This design comes from an exercise in tuning for small area on the open sky130 flow, not from production work.
In this exercise RTL edits were held to simulation tests only and were not proved equivalent to the original.
Power figures rest on the tool's default switching activity, not on a simulated workload.

==> sierra: inputs <==
## prv332sv0
module prv332sv0(
input wire clk,
input wire rst,
input wire timer_int,
input wire soft_int,
input wire ext_int,
output wire [33:0]haddr,
output wire hwrite,
output wire [1:0]hsize,
output wire [2:0]hburst,
output wire [3:0]hprot,
output wire [1:0]htrans,
output wire hmastlock,
output wire [31:0]hwdata,
input wire hready,
input wire hresp,
input wire hreset_n,
input wire [31:0]hrdata
);
==> flow/config.mk <==
export PLATFORM = sky130hd
export DESIGN_NAME = prv332sv0
export DESIGN_NICKNAME = prv332sv0
export VERILOG_FILES = /design/flow/design.v
export SDC_FILE = /design/flow/constraint.sdc
export NUM_CORES = 4
export LEC_CHECK = 0
export CAP_MARGIN = 20
export CORE_MARGIN = 2
export CORE_UTILIZATION = 45
export SLEW_MARGIN = 20
export CTS_ARGS = -sink_clustering_enable -repair_clock_nets -dont_use_dummy_load -sink_clustering_size 12 -sink_clustering_max_diameter 60 -buf_list {sky130_fd_sc_hd__clkbuf_8}
==> flow/constraint.sdc <==
create_clock -name core_clock -period 12.0 [get_ports {clk}]
set_input_delay 2.4000 -clock core_clock [delete_from_list [all_inputs] [get_ports {clk}]]
set_output_delay 2.4000 -clock core_clock [all_outputs]
set_load 0.01 [all_outputs]
standard.sh (not shown) runs the stock make flow with config.mk's settings and CLKGATE_MAP_FILE= SYNTH_SCRIPT=/design/flow/synth_recipe.tcl, a recipe that flattens the netlist after the stock synthesis.
==> flow/flow/run.sh <==
#!/bin/bash
set -euo pipefail
echo 'export CTS_ARGS = -sink_clustering_enable -repair_clock_nets -dont_use_dummy_load -sink_clustering_size 12 -sink_clustering_max_diameter 60 -buf_list {sky130_fd_sc_hd__clkbuf_8}' >> config.mk
bash standard.sh finish > flow_make.log 2>&1
==> inputs of ember, as changes to sierra <==
--- a/flow/design.v
+++ b/flow/design.v
@@ -47,15 +47,15 @@
 	{2{w16|r16}}&2'b01|
 	2'b00
 );
 assign hburst= 3'b000;
 assign hprot = 4'b0011;
 assign htrans= ((!statu_ahb)&(w32|w16|w8|r32|r16|r8))?2'b10:2'b00;  
 assign hmastlock= 1'b0;
-assign hwdata = statu_ahb?data_in : 32'b0;
+assign hwdata = data_in;
 assign ahb_acc_fault = statu_ahb&hresp;
 assign rdy_ahb = statu_ahb&hready;
 assign data_q = data_ahb;
 assign data_out = ({32{statu_ahb&hready}}&hrdata)|data_ahb;
 always@(posedge clk)begin
 	if(rst|(statu_ahb&hready)) data_ahb <= hrdata & {32{!rst}};
 end
@@ -705,15 +705,15 @@
 input wire [31:0]tval,		
 output wire tsr_out,
 output wire tvm_out,
 output wire [31:0]satp_out,
 input wire [31:0]csr_in,
 input wire [11:0]csr_index, 
 input wire [31:0]pc_next,
-input wire csr_wr,				 
+input wire csr_wr,				
 input wire mtip_in,
 input wire mtip_wr,
 input wire meip_in,
 input wire meip_wr,
 input wire msip_in,
 input wire msip_wr,
 input wire stip_in,
@@ -836,16 +836,18 @@
 reg [31:0]scause;
 reg [31:0]sscratch;
 reg [31:0]satp;
 wire [31:0]mcycle_inc;
 wire [31:0]minstret_inc;
 inc_r #(30) u_pc4(.a(pc[31:2]), .ci(1'b1), .s(pc4[31:2]));
 assign pc4[1:0] = pc[1:0];
-inc_r #(32) u_mcyc(.a(mcycle), .ci(1'b1), .s(mcycle_inc));
-inc_r #(32) u_mins(.a(minstret), .ci(1'b1), .s(minstret_inc));
+wire [31:0]cnt_inc;
+inc_r #(32) u_cnt(.a((statu_cpu==wb) ? minstret : mcycle), .ci(1'b1), .s(cnt_inc));
+assign mcycle_inc = cnt_inc;
+assign minstret_inc = cnt_inc;
 wire [31:0]tvec = (priv_d==m) ? mtvec : stvec;
 wire tcause31 = (priv_d==m) ? mcause[31] : scause[31];
 wire [8:0]tvec_lo = {1'b0,tvec[9:2]} + {1'b0,cause[7:0]};
 wire [21:0]tvec_hi1;
 inc_r #(22) u_tvh(.a(tvec[31:10]), .ci(1'b1), .s(tvec_hi1));
 wire [21:0]tvec_hi = tvec_lo[8] ? tvec_hi1 : tvec[31:10];
 wire [31:0]trap_pc = (tvec[1:0]==2'b00) ? {tvec[31:2],2'b00} : (!tcause31)? {1'b0,tvec[31:3],2'b00} :
@@ -866,42 +868,23 @@
 		mprv<= 1'b0;
 		mpp <= 2'b0;
 		spp <= 1'b0;
 		mpie<= 1'b0;
 		spie<= 1'b0;
 		mie <= 1'b0;
 		sie <= 1'b0;
-		mtvec <= 32'b0;
 		mepc  <= 32'b0;
 		mcause <=32'b0;
-		mideleg<=32'b0;
-		medeleg<=32'b0;
 		meie <= 1'b0;
 		seie <= 1'b0;
 		mtie <= 1'b0;
 		stie <= 1'b0;
 		msie <= 1'b0;
 		ssie <= 1'b0;
-		mscratch <= 32'b0;
-		pmp0cfg <= 8'b0;
-		pmp1cfg <= 8'b0;
-		pmp2cfg <= 8'b0;
-		pmp3cfg <= 8'b0;
-		pmp4cfg <= 8'b0;
-		pmp5cfg <= 8'b0;
-		pmp6cfg <= 8'b0;
-		pmp7cfg <= 8'b0;
-		pmpaddr0 <= 32'b0;
-		pmpaddr1 <= 32'b0;
-		pmpaddr2 <= 32'b0;
-		pmpaddr3 <= 32'b0;
-		stvec <= 32'b0;
-		sscratch <= 32'b0;
 		pc <= pc_rst;
-		satp <= 32'b0;
 	end
 	else if((statu_cpu==wb)&csr_wr)begin
 		if(csr_index==mstatus_index)begin
 			tsr <= csr_in[22];
 			tvm <= csr_in[20];
 			mxr <= csr_in[19];
 			sum <= csr_in[18];
@@ -911,36 +894,32 @@
 			mpie<= csr_in[7];
 			spie<= csr_in[5];
 			mie <= csr_in[3];
 			sie <= csr_in[1];
 			pc	 <= pc_next;
 		end
 		else if(csr_index==medeleg_index)begin
-			medeleg <= csr_in;
 			pc	 <= pc_next;
 		end
 		else if(csr_index==mideleg_index)begin
-			mideleg <= csr_in;
 			pc	 <= pc_next;
 		end
 		else if(csr_index==mie_index)begin
 			meie <= csr_in[11];
 			seie <= csr_in[9];
 			mtie <= csr_in[7];
 			stie <= csr_in[5];
 			msie <= csr_in[3];
 			ssie <= csr_in[1];
 			pc	 <= pc_next;
 		end
 		else if(csr_index==mtvec_index)begin
-			mtvec <= csr_in;
 			pc	 <= pc_next;
 		end
 		else if(csr_index==mscratch_index)begin
-			mscratch <= csr_in;
 			pc	 <= pc_next;
 		end
 		else if(csr_index==mepc_index)begin
 			mepc		<= csr_in;
 			pc	 <= pc_next;
 		end
 		else if(csr_index==mcause_index)begin
@@ -948,41 +927,29 @@
 			pc	 <= pc_next;
 		end
 		else if(csr_index==mtval_index)begin
 			mtval <= csr_in;
 			pc	 <= pc_next;
 		end
 		else if(csr_index==pmpcfg0_index)begin
-			pmp0cfg <= csr_in[7:0];
-			pmp1cfg <= csr_in[15:8];
-			pmp2cfg <= csr_in[23:16];
-			pmp3cfg <= csr_in[31:24];
 			pc	 <= pc_next;
 		end
 		else if(csr_index==pmpcfg1_index)begin
-			pmp4cfg <= csr_in[7:0];
-			pmp5cfg <= csr_in[15:8];
-			pmp6cfg <= csr_in[23:16];
-			pmp7cfg <= csr_in[31:24];
 			pc	 <= pc_next;
 		end
 		else if(csr_index==pmpaddr0_index)begin
-			pmpaddr0 <= csr_in;
 			pc	 <= pc_next;
 		end
 		else if(csr_index==pmpaddr1_index)begin
-			pmpaddr1 <= csr_in;
 			pc	 <= pc_next;
 		end
 		else if(csr_index==pmpaddr2_index)begin
-			pmpaddr2 <= csr_in;
 			pc	 <= pc_next;
 		end
 		else if(csr_index==pmpaddr3_index)begin
-			pmpaddr3 <= csr_in;
 			pc	 <= pc_next;
 		end
 		else if(csr_index==sstatus_index)begin
 			mxr <= csr_in[19];
 			sum <= csr_in[18];
 			spp <= csr_in[8];
 			sie <= csr_in[1]; 
@@ -991,19 +958,17 @@
 		else if(csr_index==sie_index)begin
 			seie <= csr_in[9];
 			stie <= csr_in[5];
 			ssie <= csr_in[1];
 			pc	 <= pc_next;
 		end
 		else if(csr_index==stvec_index)begin
-			stvec <= csr_in;
 			pc	 <= pc_next;
 		end
 		else if(csr_index==sscratch_index)begin
-			sscratch <= csr_in;
 			pc	 <= pc_next;
 		end
 		else if(csr_index==sepc_index)begin
 			sepc <= csr_in;
 			pc	 <= pc_next;
 		end
 		else if(csr_index==scause_index)begin
@@ -1011,15 +976,14 @@
 			pc	 <= pc_next;
 		end
 		else if(csr_index==stval_index)begin
 			stval <= csr_in;
 			pc	 <= pc_next;
 		end
 		else if(csr_index==satp_index)begin
-			satp <= csr_in;
 			pc	 <= pc_next;
 		end
 	end
 	else if((statu_cpu==wb)&(ret))begin
 		if(msu==m)begin
 			msu <= mpp;
 			mie <= mpie;
@@ -1053,14 +1017,31 @@
 			sie  <= 1'b0;
 			spp  <= (msu==u)?1'b0:1'b1;
 			msu  <= s;
 			pc   <= trap_pc;
 		end
 	end
 end
+wire [31:0]ci_nr = csr_in & {32{!rst}};
+wire wr_csr = (statu_cpu==wb) & csr_wr;
+always@(posedge clk)begin
+	if(rst | wr_csr&(csr_index==mtvec_index)) mtvec <= ci_nr;
+	if(rst | wr_csr&(csr_index==mscratch_index)) mscratch <= ci_nr;
+	if(rst | wr_csr&(csr_index==medeleg_index)) medeleg <= ci_nr;
+	if(rst | wr_csr&(csr_index==mideleg_index)) mideleg <= ci_nr;
+	if(rst | wr_csr&(csr_index==pmpcfg0_index)) {pmp3cfg,pmp2cfg,pmp1cfg,pmp0cfg} <= ci_nr;
+	if(rst | wr_csr&(csr_index==pmpcfg1_index)) {pmp7cfg,pmp6cfg,pmp5cfg,pmp4cfg} <= ci_nr;
+	if(rst | wr_csr&(csr_index==pmpaddr0_index)) pmpaddr0 <= ci_nr;
+	if(rst | wr_csr&(csr_index==pmpaddr1_index)) pmpaddr1 <= ci_nr;
+	if(rst | wr_csr&(csr_index==pmpaddr2_index)) pmpaddr2 <= ci_nr;
+	if(rst | wr_csr&(csr_index==pmpaddr3_index)) pmpaddr3 <= ci_nr;
+	if(rst | wr_csr&(csr_index==stvec_index)) stvec <= ci_nr;
+	if(rst | wr_csr&(csr_index==sscratch_index)) sscratch <= ci_nr;
+	if(rst | wr_csr&(csr_index==satp_index)) satp <= ci_nr;
+end
 always@(posedge clk)begin
 	if(rst)begin			 
 		meip <= 1'b0;	
 		seip <= 1'b0;	 
 		mtip <= 1'b0;	
 		stip <= 1'b0;	 
 		msip <= 1'b0;	
==> inputs of raven, as changes to sierra <==
--- a/flow/design.v
+++ b/flow/design.v
@@ -47,15 +47,15 @@
 	{2{w16|r16}}&2'b01|
 	2'b00
 );
 assign hburst= 3'b000;
 assign hprot = 4'b0011;
 assign htrans= ((!statu_ahb)&(w32|w16|w8|r32|r16|r8))?2'b10:2'b00;  
 assign hmastlock= 1'b0;
-assign hwdata = statu_ahb?data_in : 32'b0;
+assign hwdata = data_in;
 assign ahb_acc_fault = statu_ahb&hresp;
 assign rdy_ahb = statu_ahb&hready;
 assign data_q = data_ahb;
 assign data_out = ({32{statu_ahb&hready}}&hrdata)|data_ahb;
 always@(posedge clk)begin
 	if(rst|(statu_ahb&hready)) data_ahb <= hrdata & {32{!rst}};
 end
@@ -705,15 +705,15 @@
 input wire [31:0]tval,		
 output wire tsr_out,
 output wire tvm_out,
 output wire [31:0]satp_out,
 input wire [31:0]csr_in,
 input wire [11:0]csr_index, 
 input wire [31:0]pc_next,
-input wire csr_wr,				 
+input wire csr_wr,				
 input wire mtip_in,
 input wire mtip_wr,
 input wire meip_in,
 input wire meip_wr,
 input wire msip_in,
 input wire msip_wr,
 input wire stip_in,
@@ -836,16 +836,18 @@
 reg [31:0]scause;
 reg [31:0]sscratch;
 reg [31:0]satp;
 wire [31:0]mcycle_inc;
 wire [31:0]minstret_inc;
 inc_r #(30) u_pc4(.a(pc[31:2]), .ci(1'b1), .s(pc4[31:2]));
 assign pc4[1:0] = pc[1:0];
-inc_r #(32) u_mcyc(.a(mcycle), .ci(1'b1), .s(mcycle_inc));
-inc_r #(32) u_mins(.a(minstret), .ci(1'b1), .s(minstret_inc));
+wire [31:0]cnt_inc;
+inc_r #(32) u_cnt(.a((statu_cpu==wb) ? minstret : mcycle), .ci(1'b1), .s(cnt_inc));
+assign mcycle_inc = cnt_inc;
+assign minstret_inc = cnt_inc;
 wire [31:0]tvec = (priv_d==m) ? mtvec : stvec;
 wire tcause31 = (priv_d==m) ? mcause[31] : scause[31];
 wire [8:0]tvec_lo = {1'b0,tvec[9:2]} + {1'b0,cause[7:0]};
 wire [21:0]tvec_hi1;
 inc_r #(22) u_tvh(.a(tvec[31:10]), .ci(1'b1), .s(tvec_hi1));
 wire [21:0]tvec_hi = tvec_lo[8] ? tvec_hi1 : tvec[31:10];
 wire [31:0]trap_pc = (tvec[1:0]==2'b00) ? {tvec[31:2],2'b00} : (!tcause31)? {1'b0,tvec[31:3],2'b00} :
@@ -866,42 +868,23 @@
 		mprv<= 1'b0;
 		mpp <= 2'b0;
 		spp <= 1'b0;
 		mpie<= 1'b0;
 		spie<= 1'b0;
 		mie <= 1'b0;
 		sie <= 1'b0;
-		mtvec <= 32'b0;
 		mepc  <= 32'b0;
 		mcause <=32'b0;
-		mideleg<=32'b0;
-		medeleg<=32'b0;
 		meie <= 1'b0;
 		seie <= 1'b0;
 		mtie <= 1'b0;
 		stie <= 1'b0;
 		msie <= 1'b0;
 		ssie <= 1'b0;
-		mscratch <= 32'b0;
-		pmp0cfg <= 8'b0;
-		pmp1cfg <= 8'b0;
-		pmp2cfg <= 8'b0;
-		pmp3cfg <= 8'b0;
-		pmp4cfg <= 8'b0;
-		pmp5cfg <= 8'b0;
-		pmp6cfg <= 8'b0;
-		pmp7cfg <= 8'b0;
-		pmpaddr0 <= 32'b0;
-		pmpaddr1 <= 32'b0;
-		pmpaddr2 <= 32'b0;
-		pmpaddr3 <= 32'b0;
-		stvec <= 32'b0;
-		sscratch <= 32'b0;
 		pc <= pc_rst;
-		satp <= 32'b0;
 	end
 	else if((statu_cpu==wb)&csr_wr)begin
 		if(csr_index==mstatus_index)begin
 			tsr <= csr_in[22];
 			tvm <= csr_in[20];
 			mxr <= csr_in[19];
 			sum <= csr_in[18];
@@ -911,36 +894,32 @@
 			mpie<= csr_in[7];
 			spie<= csr_in[5];
 			mie <= csr_in[3];
 			sie <= csr_in[1];
 			pc	 <= pc_next;
 		end
 		else if(csr_index==medeleg_index)begin
-			medeleg <= csr_in;
 			pc	 <= pc_next;
 		end
 		else if(csr_index==mideleg_index)begin
-			mideleg <= csr_in;
 			pc	 <= pc_next;
 		end
 		else if(csr_index==mie_index)begin
 			meie <= csr_in[11];
 			seie <= csr_in[9];
 			mtie <= csr_in[7];
 			stie <= csr_in[5];
 			msie <= csr_in[3];
 			ssie <= csr_in[1];
 			pc	 <= pc_next;
 		end
 		else if(csr_index==mtvec_index)begin
-			mtvec <= csr_in;
 			pc	 <= pc_next;
 		end
 		else if(csr_index==mscratch_index)begin
-			mscratch <= csr_in;
 			pc	 <= pc_next;
 		end
 		else if(csr_index==mepc_index)begin
 			mepc		<= csr_in;
 			pc	 <= pc_next;
 		end
 		else if(csr_index==mcause_index)begin
@@ -948,41 +927,29 @@
 			pc	 <= pc_next;
 		end
 		else if(csr_index==mtval_index)begin
 			mtval <= csr_in;
 			pc	 <= pc_next;
 		end
 		else if(csr_index==pmpcfg0_index)begin
-			pmp0cfg <= csr_in[7:0];
-			pmp1cfg <= csr_in[15:8];
-			pmp2cfg <= csr_in[23:16];
-			pmp3cfg <= csr_in[31:24];
 			pc	 <= pc_next;
 		end
 		else if(csr_index==pmpcfg1_index)begin
-			pmp4cfg <= csr_in[7:0];
-			pmp5cfg <= csr_in[15:8];
-			pmp6cfg <= csr_in[23:16];
-			pmp7cfg <= csr_in[31:24];
 			pc	 <= pc_next;
 		end
 		else if(csr_index==pmpaddr0_index)begin
-			pmpaddr0 <= csr_in;
 			pc	 <= pc_next;
 		end
 		else if(csr_index==pmpaddr1_index)begin
-			pmpaddr1 <= csr_in;
 			pc	 <= pc_next;
 		end
 		else if(csr_index==pmpaddr2_index)begin
-			pmpaddr2 <= csr_in;
 			pc	 <= pc_next;
 		end
 		else if(csr_index==pmpaddr3_index)begin
-			pmpaddr3 <= csr_in;
 			pc	 <= pc_next;
 		end
 		else if(csr_index==sstatus_index)begin
 			mxr <= csr_in[19];
 			sum <= csr_in[18];
 			spp <= csr_in[8];
 			sie <= csr_in[1]; 
@@ -991,19 +958,17 @@
 		else if(csr_index==sie_index)begin
 			seie <= csr_in[9];
 			stie <= csr_in[5];
 			ssie <= csr_in[1];
 			pc	 <= pc_next;
 		end
 		else if(csr_index==stvec_index)begin
-			stvec <= csr_in;
 			pc	 <= pc_next;
 		end
 		else if(csr_index==sscratch_index)begin
-			sscratch <= csr_in;
 			pc	 <= pc_next;
 		end
 		else if(csr_index==sepc_index)begin
 			sepc <= csr_in;
 			pc	 <= pc_next;
 		end
 		else if(csr_index==scause_index)begin
@@ -1011,15 +976,14 @@
 			pc	 <= pc_next;
 		end
 		else if(csr_index==stval_index)begin
 			stval <= csr_in;
 			pc	 <= pc_next;
 		end
 		else if(csr_index==satp_index)begin
-			satp <= csr_in;
 			pc	 <= pc_next;
 		end
 	end
 	else if((statu_cpu==wb)&(ret))begin
 		if(msu==m)begin
 			msu <= mpp;
 			mie <= mpie;
@@ -1053,14 +1017,31 @@
 			sie  <= 1'b0;
 			spp  <= (msu==u)?1'b0:1'b1;
 			msu  <= s;
 			pc   <= trap_pc;
 		end
 	end
 end
+wire [31:0]ci_nr = csr_in & {32{!rst}};
+wire wr_csr = (statu_cpu==wb) & csr_wr;
+always@(posedge clk)begin
+	if(rst | wr_csr&(csr_index==mtvec_index)) mtvec <= ci_nr;
+	if(rst | wr_csr&(csr_index==mscratch_index)) mscratch <= ci_nr;
+	if(rst | wr_csr&(csr_index==medeleg_index)) medeleg <= ci_nr;
+	if(rst | wr_csr&(csr_index==mideleg_index)) mideleg <= ci_nr;
+	if(rst | wr_csr&(csr_index==pmpcfg0_index)) {pmp3cfg,pmp2cfg,pmp1cfg,pmp0cfg} <= ci_nr;
+	if(rst | wr_csr&(csr_index==pmpcfg1_index)) {pmp7cfg,pmp6cfg,pmp5cfg,pmp4cfg} <= ci_nr;
+	if(rst | wr_csr&(csr_index==pmpaddr0_index)) pmpaddr0 <= ci_nr;
+	if(rst | wr_csr&(csr_index==pmpaddr1_index)) pmpaddr1 <= ci_nr;
+	if(rst | wr_csr&(csr_index==pmpaddr2_index)) pmpaddr2 <= ci_nr;
+	if(rst | wr_csr&(csr_index==pmpaddr3_index)) pmpaddr3 <= ci_nr;
+	if(rst | wr_csr&(csr_index==stvec_index)) stvec <= ci_nr;
+	if(rst | wr_csr&(csr_index==sscratch_index)) sscratch <= ci_nr;
+	if(rst | wr_csr&(csr_index==satp_index)) satp <= ci_nr;
+end
 always@(posedge clk)begin
 	if(rst)begin			 
 		meip <= 1'b0;	
 		seip <= 1'b0;	 
 		mtip <= 1'b0;	
 		stip <= 1'b0;	 
 		msip <= 1'b0;	
==> flow/flow/run.sh (replaced) <==
#!/bin/bash
set -euo pipefail
echo 'export CTS_ARGS = -sink_clustering_enable -repair_clock_nets -dont_use_dummy_load -sink_clustering_size 13 -sink_clustering_max_diameter 64 -buf_list {sky130_fd_sc_hd__clkbuf_8}' >> config.mk
bash standard.sh finish > flow_make.log 2>&1
CAP_MARGIN = 10   (was 20)
CTS_ARGS = -sink_clustering_enable -repair_clock_nets -dont_use_dummy_load -sink_clustering_size 13 -sink_clustering_max_diameter 64 -buf_list {sky130_fd_sc_hd__clkbuf_8}   (was -sink_clustering_enable -repair_clock_nets -dont_use_dummy_load -sink_clustering_size 12 -sink_clustering_max_diameter 60 -buf_list {sky130_fd_sc_hd__clkbuf_8})
SLEW_MARGIN = 10   (was 20)
==> comparison table <==
Normalized max-slew margin: sierra 9.05%; raven 8.70%; ember 8.31%
Met2 Usage GRT: sierra 59.8%; raven 60.6%; ember 60.1%
Global routing met3 resource utilization: sierra 16.5%; raven 17.0%; ember 18.1%
DPL Wire Length: sierra 319 mm; raven 327 mm; ember 327 mm
Number of enable flip-flop cells after synthesis: sierra 1,335; raven 1,751; ember 1,751
Number of buffers outside the clock class in the layout: sierra 519; raven 538; ember 539
Largest net degree at the start of global routing: sierra 96; raven 130; ember 130
Run status: sierra no timing/DRC/antenna violations; raven no timing/DRC/antenna violations; ember no timing/DRC/antenna violations
Met3 WL post-DR: sierra 73.5 mm; raven 74.2 mm; ember 75.1 mm
Fraction of met1 tracks used by global routing: sierra 57.3%; raven 59.0%; ember 58.5%
End point of the most critical hold path: sierra csr_gpr_iu.csr.pmpaddr0[9]; raven csr_gpr_iu.csr.mprv; ember csr_gpr_iu.csr.mprv
Most common cell in the synthesized netlist: sierra nand2_1; raven edfxtp_1; ember edfxtp_1
Clock Power: sierra 3.83 mW; raven 3.73 mW; ember 3.87 mW
RePlAce Congestion: sierra 1.06; raven 1.07; ember 1.07

[re-timing with driven ports]
The results above use ideal ports. As a check the final layouts listed here were re-extracted and re-timed, cells and wires unchanged. Step 1 assumes that a clkbuf_16 drives the clock port and a buf_2 every other input. Step 2 times the ports against the registers' clock, not the clock port: input delays grow and output delays shrink by t, the midpoint of the rising clock arrivals with the driver on. Three values: ideal ports, drivers, drivers and shift; two values: the first two.
run | t, ns | setup WS [ns] | worst hold slack (ns)
sierra | 1.069 | 0.580 / 0.580 / 0.580 | 0.452 / 0.452 / 0.452
ember | 1.115 | 0.718 / 0.718 / 0.718 | 0.460 / 0.460 / 0.460
raven | 1.090 | 0.800 / 0.800 / 0.800 | 0.459 / 0.459 / 0.459
After both steps every run listed still meets setup and hold.
